Context: an optimization exercise on an open-source flow, tuned for small area. The choices shown serve that exercise and are no tape-out recipe. Function was checked by simulation only, so behaviour that the tests miss may differ from the original. The flow treats the clock pin as an ideal source, which a real chip does not have. Power figures rest on the tool's default switching activity, not on a simulated workload.

--- flow/flow/clock_rebalance.tcl ---
set cap 11
if {[info exists ::env(CLK_LEAF_CAP)]} { set cap $::env(CLK_LEAF_CAP) }
set target 0.120
if {[info exists ::env(CLK_SLEW_TARGET)]} { set target $::env(CLK_SLEW_TARGET) }
set sizes {sky130_fd_sc_hd__clkbuf_1 sky130_fd_sc_hd__clkbuf_2 sky130_fd_sc_hd__clkbuf_4 sky130_fd_sc_hd__clkbuf_8 sky130_fd_sc_hd__clkbuf_16}
set block [ord::get_db_block]
set dbu [$block getDefUnits]

proc is_clkbuf {inst} { return [string match "sky130_fd_sc_hd__clkbuf_*" [get_property $inst ref_name]] }
proc inst_xy {name} {
  set i [sta::sta_to_db_inst [get_cells $name]]
  set bb [$i getBBox]
  return [list [expr {([$bb xMin] + [$bb xMax]) / 2.0}] [expr {([$bb yMin] + [$bb yMax]) / 2.0}]]
}

# leaves: clkbufs driving flip-flop CLK pins; root net: the net driving their inputs
set leaves {}
set sinks {}
set rootnet ""
foreach inst [get_cells *] {
  if {![is_clkbuf $inst]} { continue }
  set b [get_full_name $inst]
  set out [get_nets -of_objects [get_pins $b/X]]
  set ck {}
  foreach p [get_pins -of_objects $out] {
    if {[string match "*/CLK" [get_full_name $p]]} { lappend ck [get_full_name $p] }
  }
  if {[llength $ck] == 0} { continue }
  lappend leaves $b
  foreach p $ck { lappend sinks $p }
  set rn [get_full_name [get_nets -of_objects [get_pins $b/A]]]
  if {$rootnet eq ""} { set rootnet $rn } elseif {$rootnet ne $rn} { puts "clock_rebalance: leaves on different nets, skipped"; return }
}
set n [llength $sinks]
set k [expr {($n + $cap - 1) / $cap}]
puts "clock_rebalance: $n clock pins, [llength $leaves] leaves, target $k leaves of at most $cap"
if {$k <= [llength $leaves]} { set k [llength $leaves] }

# sink locations
set sx {}; set sy {}
foreach p $sinks {
  set i [sta::sta_to_db_inst [get_cells -of_objects [get_pins $p]]]
  set bb [$i getBBox]
  set xy [list [expr {([$bb xMin] + [$bb xMax]) / 2.0}] [expr {([$bb yMin] + [$bb yMax]) / 2.0}]]
  lappend sx [lindex $xy 0]; lappend sy [lindex $xy 1]
}
# initial centres: existing leaves, then the sinks farthest from all centres
set cx {}; set cy {}
foreach b $leaves { set xy [inst_xy $b]; lappend cx [lindex $xy 0]; lappend cy [lindex $xy 1] }
while {[llength $cx] < $k} {
  set best -1; set bd -1
  for {set i 0} {$i < $n} {incr i} {
    set d 1e30
    foreach x $cx y $cy { set e [expr {abs($x - [lindex $sx $i]) + abs($y - [lindex $sy $i])}]; if {$e < $d} { set d $e } }
    if {$d > $bd} { set bd $d; set best $i }
  }
  lappend cx [lindex $sx $best]; lappend cy [lindex $sy $best]
}
# capacitated k-means (greedy assignment by distance)
for {set it 0} {$it < 20} {incr it} {
  set pairs {}
  for {set i 0} {$i < $n} {incr i} {
    for {set c 0} {$c < $k} {incr c} {
      lappend pairs [list [expr {abs([lindex $cx $c] - [lindex $sx $i]) + abs([lindex $cy $c] - [lindex $sy $i])}] $i $c]
    }
  }
  set pairs [lsort -real -index 0 $pairs]
  set assign [lrepeat $n -1]; set cnt [lrepeat $k 0]
  foreach pr $pairs {
    lassign $pr d i c
    if {[lindex $assign $i] >= 0 || [lindex $cnt $c] >= $cap} { continue }
    lset assign $i $c; lset cnt $c [expr {[lindex $cnt $c] + 1}]
  }
  set nx [lrepeat $k 0.0]; set ny [lrepeat $k 0.0]
  for {set i 0} {$i < $n} {incr i} {
    set c [lindex $assign $i]
    lset nx $c [expr {[lindex $nx $c] + [lindex $sx $i]}]; lset ny $c [expr {[lindex $ny $c] + [lindex $sy $i]}]
  }
  for {set c 0} {$c < $k} {incr c} {
    if {[lindex $cnt $c] > 0} {
      lset cx $c [expr {[lindex $nx $c] / [lindex $cnt $c]}]; lset cy $c [expr {[lindex $ny $c] / [lindex $cnt $c]}]
    }
  }
}
puts "clock_rebalance: cluster sizes $cnt"

# leaf buffers: the existing ones for the first clusters, new ones for the rest
set bufs $leaves
set nets {}
foreach b $leaves { lappend nets [get_full_name [get_nets -of_objects [get_pins $b/X]]] }
set db [ord::get_db]
set rootdbnet [$block findNet $rootnet]
for {set c [llength $leaves]} {$c < $k} {incr c} {
  set b "clkbuf_leaf_rb_$c"; set nn "clknet_leaf_rb_$c"
  set inst [odb::dbInst_create $block [$db findMaster sky130_fd_sc_hd__clkbuf_8] $b]
  set net [odb::dbNet_create $block $nn]
  $net setSigType CLOCK
  [$inst findITerm A] connect $rootdbnet
  [$inst findITerm X] connect $net
  lappend bufs $b; lappend nets $nn
}
# rewire the clock pins
for {set i 0} {$i < $n} {incr i} {
  set p [lindex $sinks $i]
  set old [get_full_name [get_nets -of_objects [get_pins $p]]]
  set new [lindex $nets [lindex $assign $i]]
  if {$old ne $new} {
    set it [[sta::sta_to_db_inst [get_cells -of_objects [get_pins $p]]] findITerm CLK]
    $it disconnect
    $it connect [$block findNet $new]
  }
}
# all leaves at the largest leaf size while placing; sized down below
foreach b $leaves { replace_cell $b sky130_fd_sc_hd__clkbuf_8 }
# place every leaf at its cluster's centre, then legalise
for {set c 0} {$c < $k} {incr c} {
  set b [lindex $bufs $c]
  place_inst -name $b -location [list [expr {[lindex $cx $c] / $dbu}] [expr {[lindex $cy $c] / $dbu}]] -status PLACED
}
detailed_placement
estimate_parasitics -placement

proc leaf_slew {b} {
  set w 0.0
  foreach p [get_pins -of_objects [get_nets -of_objects [get_pins $b/X]]] {
    if {[string match "*/CLK" [get_full_name $p]]} { set s [get_property $p slew_max]; if {$s > $w} { set w $s } }
  }
  return $w
}
# smallest size per leaf (only downsizing, so placement stays legal)
foreach b $bufs {
  set orig [get_property [get_cells $b] ref_name]
  foreach c $sizes {
    if {$c eq $orig} { break }
    replace_cell $b $c
    if {[leaf_slew $b] <= $target} { break }
    replace_cell $b $orig
  }
  puts [format "clock_rebalance: %s %s slew %.4f" $b [get_property [get_cells $b] ref_name] [leaf_slew $b]]
}
# root: smallest size keeping every leaf within target
set root [get_full_name [get_cells -of_objects [lindex [get_pins -of_objects [get_nets $rootnet] -filter "direction==output"] 0]]]
if {[is_clkbuf [get_cells $root]]} {
  set orig [get_property [get_cells $root] ref_name]
  foreach c $sizes {
    if {$c eq $orig} { break }
    replace_cell $root $c
    set ok 1
    foreach b $bufs { if {[leaf_slew $b] > $target} { set ok 0 } }
    if {$ok} { break }
    replace_cell $root $orig
  }
  puts "clock_rebalance: root $root [get_property [get_cells $root] ref_name]"
}
detailed_placement
check_placement
--- flow/design.v ---
module DebounceFilter(
	input i_clk,
	input i_rst,
	input i_rst_n,
	input i_bouncy,
	output o_debounced);
	reg [22:0] r_count;
	reg r_state;
	wire [22:0] w_next;
	wire w_ne, w_term_n, w_clrn, w_clr, w_fb, w_sn, w_s;
	g_xor2 u_ne(.a(i_bouncy), .b(r_state), .y(w_ne));
	wire w_o0;
	g_nand4 u_o0(.a(r_count[4]), .b(r_count[5]), .c(r_count[8]), .d(r_count[9]), .y(w_o0));
	wire w_o1;
	g_nand4 u_o1(.a(r_count[10]), .b(r_count[11]), .c(r_count[14]), .d(r_count[16]), .y(w_o1));
	wire w_o2;
	g_nand3 u_o2(.a(r_count[17]), .b(r_count[18]), .c(r_count[21]), .y(w_o2));
	wire w_ones;
	g_nor3 u_ones(.a(w_o0), .b(w_o1), .c(w_o2), .y(w_ones));
	wire w_z0;
	g_nor4 u_z0(.a(r_count[6]), .b(r_count[7]), .c(r_count[12]), .d(r_count[13]), .y(w_z0));
	wire w_z1;
	g_nor4 u_z1(.a(r_count[15]), .b(r_count[19]), .c(r_count[20]), .d(r_count[22]), .y(w_z1));
	g_nand3 u_term(.a(w_ones), .b(w_z0), .c(w_z1), .y(w_term_n));
	g_nand3 u_clr(.a(i_rst_n), .b(w_ne), .c(w_term_n), .y(w_clr));
	g_inv u_clrn(.a(w_clr), .y(w_clrn));
	g_xor2 u_fb(.a(r_count[22]), .b(r_count[17]), .y(w_fb));
	g_nand2 u_n0(.a(w_fb), .b(w_clrn), .y(w_next[0]));
	g_nand2 u_n1(.a(r_count[0]), .b(w_clrn), .y(w_next[1]));
	g_nor2 u_n2(.a(r_count[1]), .b(w_clr), .y(w_next[2]));
	g_nand2 u_n3(.a(r_count[2]), .b(w_clrn), .y(w_next[3]));
	g_nand2 u_n4(.a(r_count[3]), .b(w_clrn), .y(w_next[4]));
	g_nor2 u_n5(.a(r_count[4]), .b(w_clr), .y(w_next[5]));
	g_nor2 u_n6(.a(r_count[5]), .b(w_clr), .y(w_next[6]));
	g_nand2 u_n7(.a(r_count[6]), .b(w_clrn), .y(w_next[7]));
	g_nor2 u_n8(.a(r_count[7]), .b(w_clr), .y(w_next[8]));
	g_nand2 u_n9(.a(r_count[8]), .b(w_clrn), .y(w_next[9]));
	g_nand2 u_n10(.a(r_count[9]), .b(w_clrn), .y(w_next[10]));
	g_nor2 u_n11(.a(r_count[10]), .b(w_clr), .y(w_next[11]));
	g_nand2 u_n12(.a(r_count[11]), .b(w_clrn), .y(w_next[12]));
	g_nor2 u_n13(.a(r_count[12]), .b(w_clr), .y(w_next[13]));
	g_nand2 u_n14(.a(r_count[13]), .b(w_clrn), .y(w_next[14]));
	g_nor2 u_n15(.a(r_count[14]), .b(w_clr), .y(w_next[15]));
	g_nor2 u_n16(.a(r_count[15]), .b(w_clr), .y(w_next[16]));
	g_nand2 u_n17(.a(r_count[16]), .b(w_clrn), .y(w_next[17]));
	g_nor2 u_n18(.a(r_count[17]), .b(w_clr), .y(w_next[18]));
	g_nor2 u_n19(.a(r_count[18]), .b(w_clr), .y(w_next[19]));
	g_nand2 u_n20(.a(r_count[19]), .b(w_clrn), .y(w_next[20]));
	g_nand2 u_n21(.a(r_count[20]), .b(w_clrn), .y(w_next[21]));
	g_nand2 u_n22(.a(r_count[21]), .b(w_clrn), .y(w_next[22]));
	g_mux2i u_sm(.a0(i_bouncy), .a1(r_state), .s(w_term_n), .y(w_sn));
	g_nor2 u_s(.a(w_sn), .b(i_rst), .y(w_s));
	always @(posedge i_clk)
	begin
		r_count <= w_next;
		r_state <= w_s;
	end
	assign o_debounced = r_state;
endmodule
module StateMachineI2C(
	input i_clk,
	input i_rst,
	input [3:0] i_data,
	input i_scl,
	input i_sda,
	output o_sda_oe,
	output o_sda_out,
	output [2:0] o_state);
	reg [2:0] r_state;
	reg [1:0] r_sda_sync, r_scl_sync;
	reg r_drive_en;
	reg r_sda_out;
	reg [3:0] r_count;
	wire [2:0] w_state;
	wire [3:0] w_count;
	wire w_drive_en, w_sda_out;
	SM_next next_inst(
		.a0(r_sda_sync[0]), .a1(r_sda_sync[1]), .k0(r_scl_sync[0]), .k1(r_scl_sync[1]),
		.b0(r_state[0]), .b1(r_state[1]), .b2(r_state[2]),
		.n0(r_count[0]), .n1(r_count[1]), .n2(r_count[2]), .n3(r_count[3]),
		.de(r_drive_en), .so(r_sda_out), .rst(i_rst), .sw(i_data),
		.nb(w_state), .nn(w_count), .nde(w_drive_en), .nso(w_sda_out));
	always @(posedge i_clk)
	begin
		r_state <= w_state;
		r_count <= w_count;
		r_drive_en <= w_drive_en;
		r_sda_out <= w_sda_out;
		r_sda_sync <= {r_sda_sync[0], i_sda};
		r_scl_sync <= {r_scl_sync[0], i_scl};
	end
	assign o_sda_oe = r_drive_en;
	assign o_sda_out = r_sda_out;
	assign o_state = r_state;
endmodule
module SM_next(a0, a1, k0, k1, b0, b1, b2, n0, n1, n2, n3, de, so, rst, sw, nb, nn, nde, nso);
  input a0;
  wire a0;
  input a1;
  wire a1;
  input k0;
  wire k0;
  input k1;
  wire k1;
  input b0;
  wire b0;
  input b1;
  wire b1;
  input b2;
  wire b2;
  input n0;
  wire n0;
  input n1;
  wire n1;
  input n2;
  wire n2;
  input n3;
  wire n3;
  input de;
  wire de;
  input so;
  wire so;
  input rst;
  wire rst;
  input [3:0] sw;
  wire [3:0] sw;
  output [2:0] nb;
  wire [2:0] nb;
  output [3:0] nn;
  wire [3:0] nn;
  output nde;
  wire nde;
  output nso;
  wire nso;
  wire _000_;
  wire _001_;
  wire _002_;
  wire _003_;
  wire _004_;
  wire _005_;
  wire _006_;
  wire _007_;
  wire _008_;
  wire _009_;
  wire _010_;
  wire _011_;
  wire _012_;
  wire _013_;
  wire _014_;
  wire _015_;
  wire _016_;
  wire _017_;
  wire _018_;
  wire _019_;
  wire _020_;
  wire _021_;
  wire _022_;
  wire _023_;
  wire _024_;
  wire _025_;
  wire _026_;
  wire _027_;
  wire _028_;
  wire _029_;
  wire _030_;
  wire _031_;
  wire _032_;
  wire _033_;
  wire _034_;
  wire _035_;
  wire _036_;
  wire _037_;
  wire _038_;
  wire _039_;
  wire _040_;
  wire _041_;
  wire _042_;
  wire _043_;
  wire _044_;
  wire _045_;
  wire _046_;
  wire _047_;
  wire _048_;
  wire _049_;
  wire _050_;
  wire _051_;
  wire _052_;
  wire _053_;
  wire _054_;
  wire _055_;
  wire _056_;
  wire _057_;
  wire _058_;
  wire _059_;
  wire _060_;
  wire _061_;
  c_clkinv _062_ (
    .A(n1),
    .Y(_000_)
  );
  c_clkinv _063_ (
    .A(n0),
    .Y(_001_)
  );
  c_clkinv _064_ (
    .A(n3),
    .Y(_002_)
  );
  c_clkinv _065_ (
    .A(b0),
    .Y(_003_)
  );
  c_clkinv _066_ (
    .A(b2),
    .Y(_004_)
  );
  c_clkinv _067_ (
    .A(k0),
    .Y(_005_)
  );
  c_clkinv _068_ (
    .A(n2),
    .Y(_006_)
  );
  c_clkinv _069_ (
    .A(b1),
    .Y(_007_)
  );
  c_clkinv _070_ (
    .A(de),
    .Y(_008_)
  );
  c_nand2 _071_ (
    .A(a0),
    .B(a1),
    .Y(_009_)
  );
  c_o21ai _072_ (
    .A1(a0),
    .A2(a1),
    .B1(_009_),
    .Y(_010_)
  );
  c_nand3 _073_ (
    .A(k1),
    .B(_005_),
    .C(_010_),
    .Y(_011_)
  );
  c_clkinv _074_ (
    .A(_011_),
    .Y(_012_)
  );
  c_nor2 _075_ (
    .A(_004_),
    .B(_012_),
    .Y(_013_)
  );
  c_nor2 _076_ (
    .A(k1),
    .B(_005_),
    .Y(_014_)
  );
  c_nor2 _077_ (
    .A(_003_),
    .B(_004_),
    .Y(_015_)
  );
  c_o211ai _078_ (
    .A1(b2),
    .A2(_014_),
    .B1(_002_),
    .C1(b0),
    .Y(_016_)
  );
  c_nor2 _079_ (
    .A(_013_),
    .B(_016_),
    .Y(_017_)
  );
  c_nand2 _080_ (
    .A(n0),
    .B(_017_),
    .Y(_018_)
  );
  c_nor2 _081_ (
    .A(_000_),
    .B(_018_),
    .Y(_019_)
  );
  c_nor2b _082_ (
    .A(_010_),
    .B_N(k1),
    .Y(_020_)
  );
  c_nand2 _083_ (
    .A(a1),
    .B(_020_),
    .Y(_021_)
  );
  c_clkinv _084_ (
    .A(_021_),
    .Y(_022_)
  );
  c_a211oi _085_ (
    .A1(_000_),
    .A2(_018_),
    .B1(_019_),
    .C1(_022_),
    .Y(nn[1])
  );
  c_nor2 _086_ (
    .A(_002_),
    .B(_013_),
    .Y(_023_)
  );
  c_clkinv _087_ (
    .A(_023_),
    .Y(_024_)
  );
  c_a21oi _088_ (
    .A1(_001_),
    .A2(_006_),
    .B1(a1),
    .Y(_025_)
  );
  c_a311oi _089_ (
    .A1(_001_),
    .A2(_006_),
    .A3(a1),
    .B1(b1),
    .C1(_025_),
    .Y(_026_)
  );
  c_a31oi _090_ (
    .A1(b0),
    .A2(_007_),
    .A3(_004_),
    .B1(_011_),
    .Y(_027_)
  );
  c_nand2 _091_ (
    .A(n2),
    .B(_019_),
    .Y(_028_)
  );
  c_a31oi _092_ (
    .A1(_017_),
    .A2(_026_),
    .A3(_028_),
    .B1(_027_),
    .Y(_029_)
  );
  c_a21oi _093_ (
    .A1(_026_),
    .A2(_029_),
    .B1(_018_),
    .Y(_030_)
  );
  c_o21ai _094_ (
    .A1(n0),
    .A2(_017_),
    .B1(_021_),
    .Y(_031_)
  );
  c_o22ai _095_ (
    .A1(_004_),
    .A2(_024_),
    .B1(_030_),
    .B2(_031_),
    .Y(nn[0])
  );
  c_o21ai _096_ (
    .A1(n2),
    .A2(_019_),
    .B1(_028_),
    .Y(_032_)
  );
  c_nor2 _097_ (
    .A(_022_),
    .B(_032_),
    .Y(nn[2])
  );
  c_nor2 _098_ (
    .A(_001_),
    .B(_007_),
    .Y(_033_)
  );
  c_nor2 _099_ (
    .A(_004_),
    .B(b1),
    .Y(_034_)
  );
  c_clkinv _100_ (
    .A(_034_),
    .Y(_035_)
  );
  c_a21oi _101_ (
    .A1(_004_),
    .A2(b1),
    .B1(_034_),
    .Y(_036_)
  );
  c_nor3 _102_ (
    .A(_008_),
    .B(_011_),
    .C(_036_),
    .Y(_037_)
  );
  c_clkinv _103_ (
    .A(_037_),
    .Y(_038_)
  );
  c_o21ai _104_ (
    .A1(_033_),
    .A2(_038_),
    .B1(_003_),
    .Y(_039_)
  );
  c_nor3 _105_ (
    .A(k1),
    .B(_005_),
    .C(a0),
    .Y(_040_)
  );
  c_a311oi _106_ (
    .A1(b2),
    .A2(b1),
    .A3(_040_),
    .B1(b0),
    .C1(_037_),
    .Y(_041_)
  );
  c_a21oi _107_ (
    .A1(_035_),
    .A2(_041_),
    .B1(_039_),
    .Y(_042_)
  );
  c_a21oi _108_ (
    .A1(_008_),
    .A2(so),
    .B1(_011_),
    .Y(_043_)
  );
  c_nor3 _109_ (
    .A(b2),
    .B(_007_),
    .C(_043_),
    .Y(_044_)
  );
  c_o21ai _110_ (
    .A1(_004_),
    .A2(_012_),
    .B1(_016_),
    .Y(_045_)
  );
  c_a2111oi _111_ (
    .A1(b0),
    .A2(_011_),
    .B1(_045_),
    .C1(_044_),
    .D1(_042_),
    .Y(_046_)
  );
  c_a21oi _112_ (
    .A1(_003_),
    .A2(_012_),
    .B1(de),
    .Y(_047_)
  );
  c_nor4 _113_ (
    .A(rst),
    .B(_022_),
    .C(_047_),
    .D(_046_),
    .Y(nde)
  );
  c_nand2 _114_ (
    .A(n3),
    .B(_013_),
    .Y(_048_)
  );
  c_a21oi _115_ (
    .A1(_028_),
    .A2(_048_),
    .B1(_022_),
    .Y(nn[3])
  );
  c_nor2 _116_ (
    .A(_003_),
    .B(_024_),
    .Y(_049_)
  );
  c_or2 _117_ (
    .A(rst),
    .B(_020_),
    .X(_050_)
  );
  c_o32ai _118_ (
    .A1(_041_),
    .A2(_050_),
    .A3(_049_),
    .B1(rst),
    .B2(_021_),
    .Y(nb[0])
  );
  c_nand2 _119_ (
    .A(so),
    .B(_029_),
    .Y(_051_)
  );
  c_nor2 _120_ (
    .A(_001_),
    .B(sw[0]),
    .Y(_052_)
  );
  c_nor2 _121_ (
    .A(n0),
    .B(sw[1]),
    .Y(_053_)
  );
  c_o22ai _122_ (
    .A1(_001_),
    .A2(sw[2]),
    .B1(n0),
    .B2(sw[3]),
    .Y(_054_)
  );
  c_o32a _123_ (
    .A1(_000_),
    .A2(_053_),
    .A3(_052_),
    .B1(n1),
    .B2(_054_),
    .X(_055_)
  );
  c_nand2 _124_ (
    .A(n2),
    .B(_015_),
    .Y(_056_)
  );
  c_o311ai _125_ (
    .A1(_011_),
    .A2(_056_),
    .A3(_055_),
    .B1(_021_),
    .C1(_051_),
    .Y(nso)
  );
  c_nor3 _126_ (
    .A(_004_),
    .B(_007_),
    .C(_014_),
    .Y(_057_)
  );
  c_nor3 _127_ (
    .A(_039_),
    .B(_044_),
    .C(_057_),
    .Y(_058_)
  );
  c_nor3 _128_ (
    .A(_003_),
    .B(_024_),
    .C(_007_),
    .Y(_059_)
  );
  c_nor3 _129_ (
    .A(_003_),
    .B(b1),
    .C(_023_),
    .Y(_060_)
  );
  c_nor4 _130_ (
    .A(_050_),
    .B(_060_),
    .C(_058_),
    .D(_059_),
    .Y(nb[1])
  );
  c_nor4 _131_ (
    .A(_057_),
    .B(_059_),
    .C(_042_),
    .D(_015_),
    .Y(_061_)
  );
  c_nor2 _132_ (
    .A(_050_),
    .B(_061_),
    .Y(nb[2])
  );
endmodule
module c_a2111oi(input A1, input A2, input B1, input C1, input D1, output Y); assign Y = (~A1&~B1&~C1&~D1) | (~A2&~B1&~C1&~D1); endmodule
module c_a211oi(input A1, input A2, input B1, input C1, output Y); assign Y = (~A1&~B1&~C1) | (~A2&~B1&~C1); endmodule
module c_a21oi(input A1, input A2, input B1, output Y); assign Y = (~A1&~B1) | (~A2&~B1); endmodule
module c_a311oi(input A1, input A2, input A3, input B1, input C1, output Y); assign Y = (~A1&~B1&~C1) | (~A2&~B1&~C1) | (~A3&~B1&~C1); endmodule
module c_a31oi(input A1, input A2, input A3, input B1, output Y); assign Y = (~A1&~B1) | (~A2&~B1) | (~A3&~B1); endmodule
module c_clkinv(input A, output Y); assign Y = (~A); endmodule
module c_nand2(input A, input B, output Y); assign Y = (~A) | (~B); endmodule
module c_nand3(input A, input B, input C, output Y); assign Y = (~A) | (~B) | (~C); endmodule
module c_nor2(input A, input B, output Y); assign Y = (~A&~B); endmodule
module c_nor2b(input A, input B_N, output Y); assign Y = (~A&B_N); endmodule
module c_nor3(input A, input B, input C, output Y); assign Y = (~A&~B&~C); endmodule
module c_nor4(input A, input B, input C, input D, output Y); assign Y = (~A&~B&~C&~D); endmodule
module c_o211ai(input A1, input A2, input B1, input C1, output Y); assign Y = (~A1&~A2) | (~B1) | (~C1); endmodule
module c_o21ai(input A1, input A2, input B1, output Y); assign Y = (~A1&~A2) | (~B1); endmodule
module c_o22ai(input A1, input A2, input B1, input B2, output Y); assign Y = (~B1&~B2) | (~A1&~A2); endmodule
module c_o311ai(input A1, input A2, input A3, input B1, input C1, output Y); assign Y = (~A1&~A2&~A3) | (~B1) | (~C1); endmodule
module c_o32a(input A1, input A2, input A3, input B1, input B2, output X); assign X = (A1&B1) | (A1&B2) | (A2&B1) | (A3&B1) | (A2&B2) | (A3&B2); endmodule
module c_o32ai(input A1, input A2, input A3, input B1, input B2, output Y); assign Y = (~A1&~A2&~A3) | (~B1&~B2); endmodule
module c_or2(input A, input B, output X); assign X = (A) | (B); endmodule
module I2CDevice(
	input i_clk,
	input i_rst,
	input [3:0] i_sw,
	input i_scl,
	input i_sda,
	output o_sda_oe,
	output o_sda_out,
	output [7:0] o_led);
	wire [3:0] w_sw;
	wire [2:0] w_state;
	wire w_rst_n;
	g_inv u_rst_n(.a(i_rst), .y(w_rst_n));
	StateMachineI2C state_inst(
		.i_clk(i_clk),
		.i_rst(i_rst),
		.i_data(w_sw),
		.i_scl(i_scl),
		.i_sda(i_sda),
		.o_sda_oe(o_sda_oe),
		.o_sda_out(o_sda_out),
		.o_state(w_state));
	DebounceFilter debounce_sw0(.i_clk(i_clk), .i_rst(i_rst), .i_rst_n(w_rst_n), .i_bouncy(i_sw[0]), .o_debounced(w_sw[0]));
	DebounceFilter debounce_sw1(.i_clk(i_clk), .i_rst(i_rst), .i_rst_n(w_rst_n), .i_bouncy(i_sw[1]), .o_debounced(w_sw[1]));
	DebounceFilter debounce_sw2(.i_clk(i_clk), .i_rst(i_rst), .i_rst_n(w_rst_n), .i_bouncy(i_sw[2]), .o_debounced(w_sw[2]));
	DebounceFilter debounce_sw3(.i_clk(i_clk), .i_rst(i_rst), .i_rst_n(w_rst_n), .i_bouncy(i_sw[3]), .o_debounced(w_sw[3]));
	assign o_led = {5'b00000, w_state};
endmodule
module g_inv(input a, output y); assign y = ~a; endmodule
module g_nand2(input a, input b, output y); assign y = ~(a & b); endmodule
module g_nor2(input a, input b, output y); assign y = ~(a | b); endmodule
module g_nand3(input a, input b, input c, output y); assign y = ~(a & b & c); endmodule
module g_nor3(input a, input b, input c, output y); assign y = ~(a | b | c); endmodule
module g_nand4(input a, input b, input c, input d, output y); assign y = ~(a & b & c & d); endmodule
module g_nor4(input a, input b, input c, input d, output y); assign y = ~(a | b | c | d); endmodule
module g_and4(input a, input b, input c, input d, output y); assign y = a & b & c & d; endmodule
module g_xor2(input a, input b, output y); assign y = a ^ b; endmodule
module g_xnor2(input a, input b, output y); assign y = ~(a ^ b); endmodule
module g_mux2i(input a0, input a1, input s, output y); assign y = ~(s ? a1 : a0); endmodule
--- flow/flow/downsize.tcl ---
# Area recovery before repair_design: give every combinational cell the
# smallest drive strength of its own function (same cell family), skipping
# flip-flops, clock cells, tap/fill cells and don't-use cells. repair_design,
# which runs next, upsizes or buffers again wherever slew or capacitance
# needs it, and timing repair follows later in the flow.
set db [ord::get_db]
set block [[$db getChip] getBlock]
set dont_use [split $::env(DONT_USE_CELLS)]
set masters {}
foreach lib [$db getLibs] {
  foreach m [$lib getMasters] {
    dict set masters [$m getName] $m
  }
}
set n 0
foreach inst [$block getInsts] {
  set m [$inst getMaster]
  set name [$m getName]
  if {![regexp {^(sky130_fd_sc_hd__[a-z0-9]+)_([0-9]+)$} $name -> base drv]} { continue }
  if {[regexp {df|dl|clk|tap|fill|decap|conb|probe|lpflow|sdf|buf} $base]} { continue }
  set best $name
  set bestw [$m getWidth]
  dict for {cn cm} $masters {
    if {![regexp "^${base}_\[0-9\]+\$" $cn]} { continue }
    if {[lsearch -exact $dont_use $cn] >= 0} { continue }
    if {[$cm getWidth] < $bestw} { set best $cn; set bestw [$cm getWidth] }
  }
  if {$best ne $name} {
    replace_cell [$inst getName] $best
    incr n
  }
}
puts "downsize: resized $n instances"
--- flow/flow/run.sh ---
#!/bin/bash
# Standard ORFS layout (the standard.sh, standard synthesis unchanged) with
# area-oriented knobs: minimum-size port buffers, combinational cells downsized
# before repair_design, no CTS dummy loads, the clock tree's leaves
# re-partitioned after CTS into clusters of at most 11 flip-flops with every
# clock buffer downsized as far as the clock slew allows, and power (area) recovery after
# global routing. The full log of each ORFS step is in orfs/logs/; this
# script's own output is in standard_flow.log.
set -euo pipefail
export BUFFER_PORTS_ARGS="-buffer_cell sky130_fd_sc_hd__buf_1"
export PRE_RESIZE_TCL="$PWD/flow/downsize.tcl"
export CTS_ARGS="-sink_clustering_enable -repair_clock_nets -dont_use_dummy_load -buf_list {sky130_fd_sc_hd__clkbuf_4 sky130_fd_sc_hd__clkbuf_8}"
export POST_CTS_TCL="$PWD/flow/clock_rebalance.tcl"
export CLK_LEAF_CAP=11
export CLK_SLEW_TARGET=0.120
export RECOVER_POWER=100
bash standard.sh > standard_flow.log 2>&1
--- flow/config.mk ---
export PLATFORM = sky130hd
export DESIGN_NAME = I2CDevice
export DESIGN_NICKNAME = I2CDevice
export VERILOG_FILES = /design/flow/design.v
export SDC_FILE = /design/flow/constraint.sdc
export NUM_CORES = 4
export LEC_CHECK = 0
export CAP_MARGIN = 20
export CORE_MARGIN = 2
export CORE_UTILIZATION = 60
export CTS_BUF_LIST = sky130_fd_sc_hd__clkbuf_4 sky130_fd_sc_hd__clkbuf_8
export SLEW_MARGIN = 20
export SYNTH_HIERARCHICAL = 1
--- flow/constraint.sdc ---
create_clock -name core_clock -period 5.0 [get_ports {i_clk}]
set_input_delay 1.0000 -clock core_clock [delete_from_list [all_inputs] [get_ports {i_clk}]]
set_output_delay 1.0000 -clock core_clock [all_outputs]
set_load 0.01 [all_outputs]
--- flow/standard.sh ---
#!/bin/bash
# synth_recipe.tcl (not shown) runs the flow's synth.tcl, then flattens the netlist and writes it again
# the make line also repeats each setting of config.mk as NAME=value (left out here)
make -C /OpenROAD-flow-scripts/flow DESIGN_CONFIG=/design/flow/config.mk WORK_HOME=/design/flow/orfs CLKGATE_MAP_FILE= SYNTH_SCRIPT=/design/flow/synth_recipe.tcl "${@:-finish}"
==> summary.md, run 1 <==
| Metric | Value |
|---|---|
| Fin. Hold Viols | `0` |
| Hold Startpoint | `i_sda` |
| Clk sink count | `109` |
| Post-Layout Cell Count | `425` |
| Setup WS post-layout | `2.54 ns` |
| Crit Path Max Fanout | `7` |
| WP data required | `4.00 ns` |
| # rows | `27` |
| Via density per instance | `5.08` |
| Worst EP arrival | `1.46 ns` |
| CP peak stage delay | `0.47 ns` |
| Core Area | `0.00551 sq mm` |
| Gp weighted congestion | `0.813` |
| Detailed Route Iter0 Violations | `95` |
| Unique masters post-synth | `25` |
| P&R area growth vs syn | `0.292%` |
| Reg2Reg Setup Slack | `2.76 ns` |
| Synth cell count leaders | `dfxtp_1, nand2_1, nor2_1` |
| Avg Cell Area, Syn | `10.4 sq um` |
| WS Path Type | `reg2out` |
| Leak | `1.34 nW` |
| Synthesized area | `0.00343 sq mm` |
| Final min period | `2.46 ns` |
| I/O Buffers | `12` |
| Worst Path Buf+Inv | `1` |
| Count leader, synth | `dfxtp_1` |
| Area of the multi-input gates | `970 sq um` |
| Max Clock Skew | `0.00871 ns` |
| Kind of cell adding the most delay to the critical path | `flip-flops` |
| Antenna violations before repair | `0` |
| Synthesis-stage register bit count | `109` |
| Final core utilization | `62.4%` |
| Worst reg2reg startpoint | `state_inst.r_sda_sync[1]` |
| Rel. slew slack | `57.8%` |
| Power Internal | `1.01 mW` |
| Gate power share | `4.7%` |
| Ys Warns | `8` |
| Post-route cell area | `0.00344 sq mm` |
| CTS tree | `done` |
| Setup crit start kind | `register` |
| Hold Path Sink | `state_inst.r_sda_sync[0]` |
| Period Utilization, post-route | `49.3%` |
| Setup Slack @ Placement | `2.57 ns` |
| Most Crowded Layer GR | `met2` |
| Initial Utilization | `62.2%` |
| Pwr/cell area | `379 mW/mm^2` |
| Final antenna-violating net count | `0` |
| Post-route DRC | `0` |
| Largest area contributor in the netlist | `dfxtp_1` |
| DP HPWL | `3.69 mm` |
| R2R cell count | `11` |
| Cells after DPL | `414` |
| Nets | `363` |
| Slew Limit Fails | `0` |
| Via count | `2159` |
| First-pass GRT wire length | `9.24 mm` |
| Net Sw Frac | `22.3%` |
| Worst-path clk slew | `0.11 ns` |
| Max cap viols | `0` |
| Hold WC Path Type | `in2reg` |
| GR Layer Usage met2 | `28.7%` |
| Tot Pwr | `1.30 mW` |
| ANT cells | `0` |
| FFs w/ async S/R, synth | `0%` |
| Net Sw Power | `0.291 mW` |
| Slew of the pin with the lowest slew margin | `0.633 ns` |
| Vias in the first global route | `2078` |
| Die ar. | `0.00633 sq mm` |
| Clock power frac | `25.0%` |
| Layout cells sized above 1 | `2.83%` |
| Largest net degree at the start of global routing | `14` |
| Routing usage on met3 | `8.94%` |
| Prevailing post-synth register cell | `dfxtp_1` |
| Clock latency (worst-skew pair) | `0.81 ns` |
| Area occupied by registers | `0.00218 sq mm` |
| Post-DP Area | `0.00336 sq mm` |
| Final-layout fill cell count | `487` |
| Number of flops mapped to enable cells by yosys | `0` |
| Final setup viols | `0` |
| Top cells by area, synth | `dfxtp_1, nand2_1, nor2_1, nor4_2, nor3_2` |
| Slowest CP cell | `dfxtp_1` |
| CP cell instances | `buf_1` |
| Post-Syn Instances | `331` |
| Hold depth | `1` |
| Worst vdd ir | `0.234 mV` |
| Hold slack | `0.266 ns` |
| Total congestion overflow | `0` |
| WL per Instance | `12.6 um` |
| Post-synthesis sequential area ratio | `63.7%` |
| Post-synth top area share | `63.7%` |
| Final TNS setup | `0 ns` |
| Worst Setup End Kind | `primary output` |
| GR Util met1 | `25.0%` |
| Max Fclk | `0.406 GHz` |
| Die Width | `79.6 um` |
| Total routed wirelength | `5.37 mm` |
| Stages on the worst setup path | `1` |
| Die Span Y | `79.6 um` |
| GRT Util Overall | `19.5%` |
| Power share of the sequential group | `70.3%` |
| Num ports | `18` |
| Reg-to-reg critical path endpoint | `state_inst.r_count[0]` |
| DRT Pass-1 Iters | `4` |
| Outcome | `no timing/DRC/antenna violations` |
| RSZ-0062 raised after global routing | `false` |
area by class of cell, without the clock buffers:
type                            count  area share (%)
Multi-Input combinational cell    202            28.2
Sequential cell                   109            63.5
Tap cell                           72            2.62
Timing Repair Buffer               12            1.31
Buffer                              2           0.437
Inverter                           19            2.07
per-module statistics from Yosys (local to each module, per instance), excerpt:
module,flip-flops and latches,copies in the design,area [sq um]
g_nor2,0,44,3.75
c_nand2,0,7,3.75
DebounceFilter,24,4,480
c_o311ai,0,1,8.76
g_nand4,0,8,6.26
g_nor3,0,4,10.0
g_inv,0,5,3.75
g_nor4,0,8,12.5
StateMachineI2C,13,1,260
state kept, by name, summed over array words and instances (netlist names):
register	cells
debounce_sw0.r_count	23
debounce_sw1.r_count	23
debounce_sw2.r_count	23
debounce_sw3.r_count	23
state_inst.r_count	4
state_inst.r_state	3
state_inst.r_scl_sync	2
state_inst.r_sda_sync	2
debounce_sw0.r_state	1
debounce_sw1.r_state	1
debounce_sw2.r_state	1
debounce_sw3.r_state	1
state_inst.r_drive_en	1
state_inst.r_sda_out	1
worst max path at each step:
stage                             start  slack, ns                       end
2_1_floorplan  state_inst.r_sda_sync[1]       2.85     state_inst.r_count[0]
3_3_place_gp   state_inst.r_sda_sync[1]       2.50     state_inst.r_count[0]
3_5_place_dp                      i_rst       2.57  debounce_sw2.r_count[12]
5_1_grt           state_inst.r_state[1]       2.37                  o_led[1]
6_report          state_inst.r_state[1]       2.54                  o_led[1]
kinds of logic after synthesis:
group,Yosys count,synth area share [%]
AO/OA/AOI/OAI,24,5.95
XOR/XNOR,8,2.04
buffers and inverters,24,3.18
flip-flops,109,63.7
multiplexers,4,1.17
other,1,0.109
AND/OR/NAND/NOR,161,23.9
metal layers:
layer / wire length [um] / share of wire, %
met1: 2760 / 51
met2: 2380 / 44
met3: 186 / 3.5
met4: 46 / 0.86
met5: 0 / 0
power by group through the flow:
stage	combinational, mW	sequential [mW]	clock (mW)
after global routing	0.0708	0.921	0.379
after global placement	0.0699	0.939	0
after floorplan	0.0549	0.935	0
after detailed placement	0.0620	0.936	0
final	0.0616	0.917	0.326
cells in the final DEF (no fill, tap or decap), drive strengths merged:
cell | Yosys | final
nand2 | 59 | 59
conb | 1 | 5
o21ai | 5 | 5
nor2 | 57 | 57
or2 | 1 | 1
clkbuf | 0 | 11
o311ai | 1 | 1
nand3 | 13 | 13
o32a | 1 | 1
dfxtp | 109 | 109
mux2i | 4 | 4
a21oi | 7 | 7
inv | 19 | 19
a31oi | 2 | 2
nor4 | 11 | 11
nand4 | 8 | 8
nor3 | 11 | 11
xor2 | 8 | 8
a311oi | 2 | 2
nor2b | 1 | 1
o211ai | 1 | 1
o32ai | 1 | 1
o22ai | 2 | 2
buf | 5 | 12
a2111oi | 1 | 1
a211oi | 1 | 1
==> run 2: changes to the inputs <==
--- a/flow/flow/run.sh
+++ b/flow/flow/run.sh
@@ -3,8 +3,8 @@
 # area-oriented knobs: minimum-size port buffers, combinational cells downsized
 # before repair_design, no CTS dummy loads, the clock tree's leaves
 # re-partitioned after CTS into clusters of at most 11 flip-flops with every
-# clock buffer downsized as far as the clock slew allows, and power (area) recovery after
-# global routing. The full log of each ORFS step is in orfs/logs/; this
+# clock buffer downsized as far as the clock slew allows, power (area) recovery
+# after global routing, and a single tie cell for the constant outputs. The full log of each ORFS step is in orfs/logs/; this
 # script's own output is in standard_flow.log.
 set -euo pipefail
 export BUFFER_PORTS_ARGS="-buffer_cell sky130_fd_sc_hd__buf_1"
@@ -14,4 +14,6 @@
 export CLK_LEAF_CAP=11
 export CLK_SLEW_TARGET=0.120
 export RECOVER_POWER=100
+# one tie cell for the constant outputs o_led[7:3] instead of one per port
+export SKIP_REPAIR_TIE_FANOUT=1
 bash standard.sh > standard_flow.log 2>&1
==> summary.md, run 2 <==
| Metric | Value |
|---|---|
| Synthesized area | `0.00343 sq mm (unchanged)` |
| Via density per instance | `5.14 (+1.2%)` |
| Number of flops mapped to enable cells by yosys | `0 (unchanged)` |
| Hold slack | `0.304 ns (+0.0379 ns)` |
| Largest area contributor in the netlist | `dfxtp_1` |
| Setup WS post-layout | `2.56 ns (+0.0203 ns)` |
| P&R area growth vs syn | `-0.146%` |
| I/O Buffers | `12 (unchanged)` |
| Setup crit start kind | `register` |
| WP data required | `4.00 ns (about the same)` |
| Total congestion overflow | `0 (unchanged)` |
| RSZ-0062 raised after global routing | `false` |
| Most frequent cells in the layout | `dfxtp_1, nand2_1, nor2_1, inv_1, nand3_1` |
| Worst Setup End Kind | `primary output` |
| R2R cell count | `11 (unchanged)` |
| Die Width | `79.6 um (unchanged)` |
| Hold depth | `1 (unchanged)` |
| WL per Instance | `12.7 um (+0.24%)` |
| Max cap viols | `0 (unchanged)` |
| Total routed wirelength | `5.34 mm (-0.71%)` |
| First-pass GRT wire length | `9.23 mm (-0.15%)` |
| Setup Slack @ Placement | `2.55 ns (-0.0190 ns)` |
| Hold Startpoint | `i_scl` |
| FFs w/ async S/R, synth | `0% (unchanged)` |
| Unique masters post-synth | `25 (unchanged)` |
| Area of the multi-input gates | `955 sq um (-1.5%)` |
| Area occupied by registers | `0.00218 sq mm (unchanged)` |
| Reg2Reg Setup Slack | `2.74 ns (-0.02 ns)` |
| Via count | `2165 (+0.28%)` |
| CTS tree | `done` |
| Period Utilization, post-route | `48.8% (-0.41 points)` |
| Top cells by area, synth | `dfxtp_1, nand2_1, nor2_1, nor4_2, nor3_2` |
| Num ports | `18 (unchanged)` |
| Slew of the pin with the lowest slew margin | `0.596 ns (-0.0376 ns)` |
| # rows | `27 (unchanged)` |
| Detailed Route Iter0 Violations | `80 (-16%)` |
| Worst Path Buf+Inv | `1 (unchanged)` |
| Avg Cell Area, Syn | `10.4 sq um (unchanged)` |
| Post-synth top area share | `63.7% (unchanged)` |
| CP peak stage delay | `0.48 ns (about the same)` |
| Final min period | `2.44 ns (-0.0203 ns)` |
| ANT cells | `0 (unchanged)` |
| Worst-path clk slew | `0.12 ns (about the same)` |
| Die Span Y | `79.6 um (unchanged)` |
| Final-layout fill cell count | `502 (+3.1%)` |
| Final setup viols | `0 (unchanged)` |
| Clock latency (worst-skew pair) | `0.78 ns (-0.03 ns)` |
| Post-route DRC | `0 (unchanged)` |
| Initial Utilization | `62.2% (unchanged)` |
| Kind of cell adding the most delay to the critical path | `flip-flops` |
| Ys Warns | `8 (unchanged)` |
| Die ar. | `0.00633 sq mm (unchanged)` |
| Reg-to-reg critical path endpoint | `state_inst.r_count[0]` |
| Outcome | `no timing/DRC/antenna violations` |
| Synthesis-stage register bit count | `109 (unchanged)` |
| Clk sink count | `109 (unchanged)` |
| Rel. slew slack | `60.3% (+2.5 points)` |
| Hold WC Path Type | `in2reg` |
| Count leader, synth | `dfxtp_1` |
| Prevailing post-synth register cell | `dfxtp_1` |
| Post-DP Area | `0.00334 sq mm (-0.45%)` |
| Post-Syn Instances | `331 (unchanged)` |
| GRT Util Overall | `19.4% (-0.087 points)` |
| Gp weighted congestion | `0.780 (-4.0%)` |
| Worst vdd ir | `0.242 mV (+3.6%)` |
| Final antenna-violating net count | `0 (unchanged)` |
| Antenna violations before repair | `0 (unchanged)` |
| DP HPWL | `3.65 mm (-1.0%)` |
| Slew Limit Fails | `0 (unchanged)` |
| Hold Path Sink | `state_inst.r_scl_sync[0]` |
| Fin. Hold Viols | `0 (unchanged)` |
| Worst reg2reg startpoint | `state_inst.r_sda_sync[1]` |
| Post-route cell area | `0.00342 sq mm (-0.44%)` |
| Largest net degree at the start of global routing | `14 (unchanged)` |
| Worst EP arrival | `1.44 ns (-0.02 ns)` |
| DRT Pass-1 Iters | `4 (unchanged)` |
| WS Path Type | `reg2out` |
| Slowest CP cell | `dfxtp_1` |
| Commonest non-fill, non-tap cell in the layout | `dfxtp_1` |
| Pwr/cell area | `381 mW/mm^2 (+0.40%)` |
| Nets | `359 (-1.1%)` |
| Vias in the first global route | `2050 (-1.3%)` |
| Max Clock Skew | `0.0126 ns (+0.00386 ns)` |
| Post-synthesis sequential area ratio | `63.7% (unchanged)` |
| Final TNS setup | `0 ns (unchanged)` |
| Synth cell count leaders | `dfxtp_1, nand2_1, nor2_1` |
| CP cell instances | `buf_1` |
| Max Fclk | `0.409 GHz (+0.83%)` |
| Crit Path Max Fanout | `7 (unchanged)` |
| Leak | `1.32 nW (-0.97%)` |
| Layout cells sized above 1 | `2.87% (+0.032 points)` |
| Core Area | `0.00551 sq mm (unchanged)` |
## run 2: cell counts after synthesis
Identical to the previous run, type by type.
## run 2: worst max path at each step
stage | from | end | slack (ns) | cells past startpoint
after global routing | state_inst.r_state[1] | o_led[1] | 2.33 | 1
after floorplan | state_inst.r_sda_sync[1] | state_inst.r_count[0] | 2.85 | 12
after detailed placement | i_rst | debounce_sw1.r_count[0] | 2.55 | 5
after global placement | state_inst.r_sda_sync[1] | state_inst.r_count[0] | 2.53 | 12
final | state_inst.r_state[1] | o_led[1] | 2.56 | 1
## run 2: cell type report, without the clock buffers
type,instances,share of cell area (%)
inverters,19,2.08
well taps,72,2.63
repair buffers,12,1.32
plain buffers,2,0.439
multi-input cells,198,27.9
flip-flops and latches,109,63.8
## run 2: logic make-up after synthesis
kind of cell / synth area share, %
simple gates: 23.9
flops: 63.7
compound gates: 5.95
buf+inv: 3.18
xor+xnor: 2.04
mux: 1.17
other cells: 0.109
## run 2: through the flow
| step | util [%] | instances | power [mW] |
|---|---|---|---|
| after floorplan | - | 331 | 0.990 |
| after global placement | 64.0 | 410 | 1.01 |
| after detailed placement | 60.7 | 410 | 0.998 |
| after global routing | 62.1 | 421 | 1.37 |
| final | 62.1 | 421 | 1.30 |
## run 2: per-module statistics from Yosys (local to each module, per instance), excerpt
| module | flops+latches | cells | times used | area [sq um] |
|---|---|---|---|---|
| I2CDevice | 0 | 6 | 1 | 41.3 |
| c_o32ai | 0 | 1 | 1 | 16.3 |
| c_a2111oi | 0 | 1 | 1 | 15.0 |
| c_nor4 | 0 | 1 | 3 | 12.5 |
| c_nor3 | 0 | 1 | 7 | 10.0 |
| g_mux2i | 0 | 1 | 4 | 10.0 |
| c_o32a | 0 | 1 | 1 | 10.0 |
| c_o311ai | 0 | 1 | 1 | 8.76 |
| c_or2 | 0 | 1 | 1 | 6.26 |
| c_o21ai | 0 | 1 | 5 | 5.00 |
| c_nand2 | 0 | 1 | 7 | 3.75 |
| c_nor2 | 0 | 1 | 13 | 3.75 |
| c_clkinv | 0 | 1 | 14 | 3.75 |
## run 2: layer usage
layer / vias up / share of wire [%] / routed length [um] / global-route usage [%]
li1: 1121 / - / - / -
met1: 1001 / 51 / 2710 / 25.2
met2: 37 / 43 / 2310 / 27.5
met3: 6 / 4.1 / 218 / 9.39
met4: 0 / 2.0 / 105 / 7.93
met5: - / 0 / 0 / 0
## run 2: power breakdown
group | leakage, nW | total (mW) | switching, mW | internal (mW)
clock network | 0.0472 | 0.325 | 0.231 | 0.0942
registers | 0.893 | 0.916 | 0.0184 | 0.898
logic | 0.382 | 0.0619 | 0.0411 | 0.0208
total | 1.32 | 1.30 | 0.291 | 1.01

[port drivers added, routing unchanged]
No port has a modelled driver above. Below, the same layouts with a new extraction and two added sets of constraints. Step 1 (the two cells are an assumption about what drives the block):
set clk [get_ports {i_clk}]
set_driving_cell -lib_cell sky130_fd_sc_hd__clkbuf_16 $clk
set_driving_cell -lib_cell sky130_fd_sc_hd__buf_2 [delete_from_list [all_inputs] $clk]
Step 2 moves the port delays by t, midway between the first and last clock arrival at a register: inputs arrive t later, outputs are due t later. That takes back most of the time a late clock gives input paths. Three values: ideal ports, drivers, drivers and shift; two values: the first two.
run	t (ns)	slack for setup (ns)	hold WS [ns]	cell pins on the clock port's net
run 1	0.835	2.537 / 2.510 / 2.575	0.266 / 0.261 / 0.362	1
run 2	0.802	2.558 / 2.529 / 2.555	0.304 / 0.298 / 0.359	1
After both steps setup and hold are still met in every run listed. The setup slack of run 2, which loses most, moves by -0.029 ns with the drivers and by -0.003 ns with both steps.
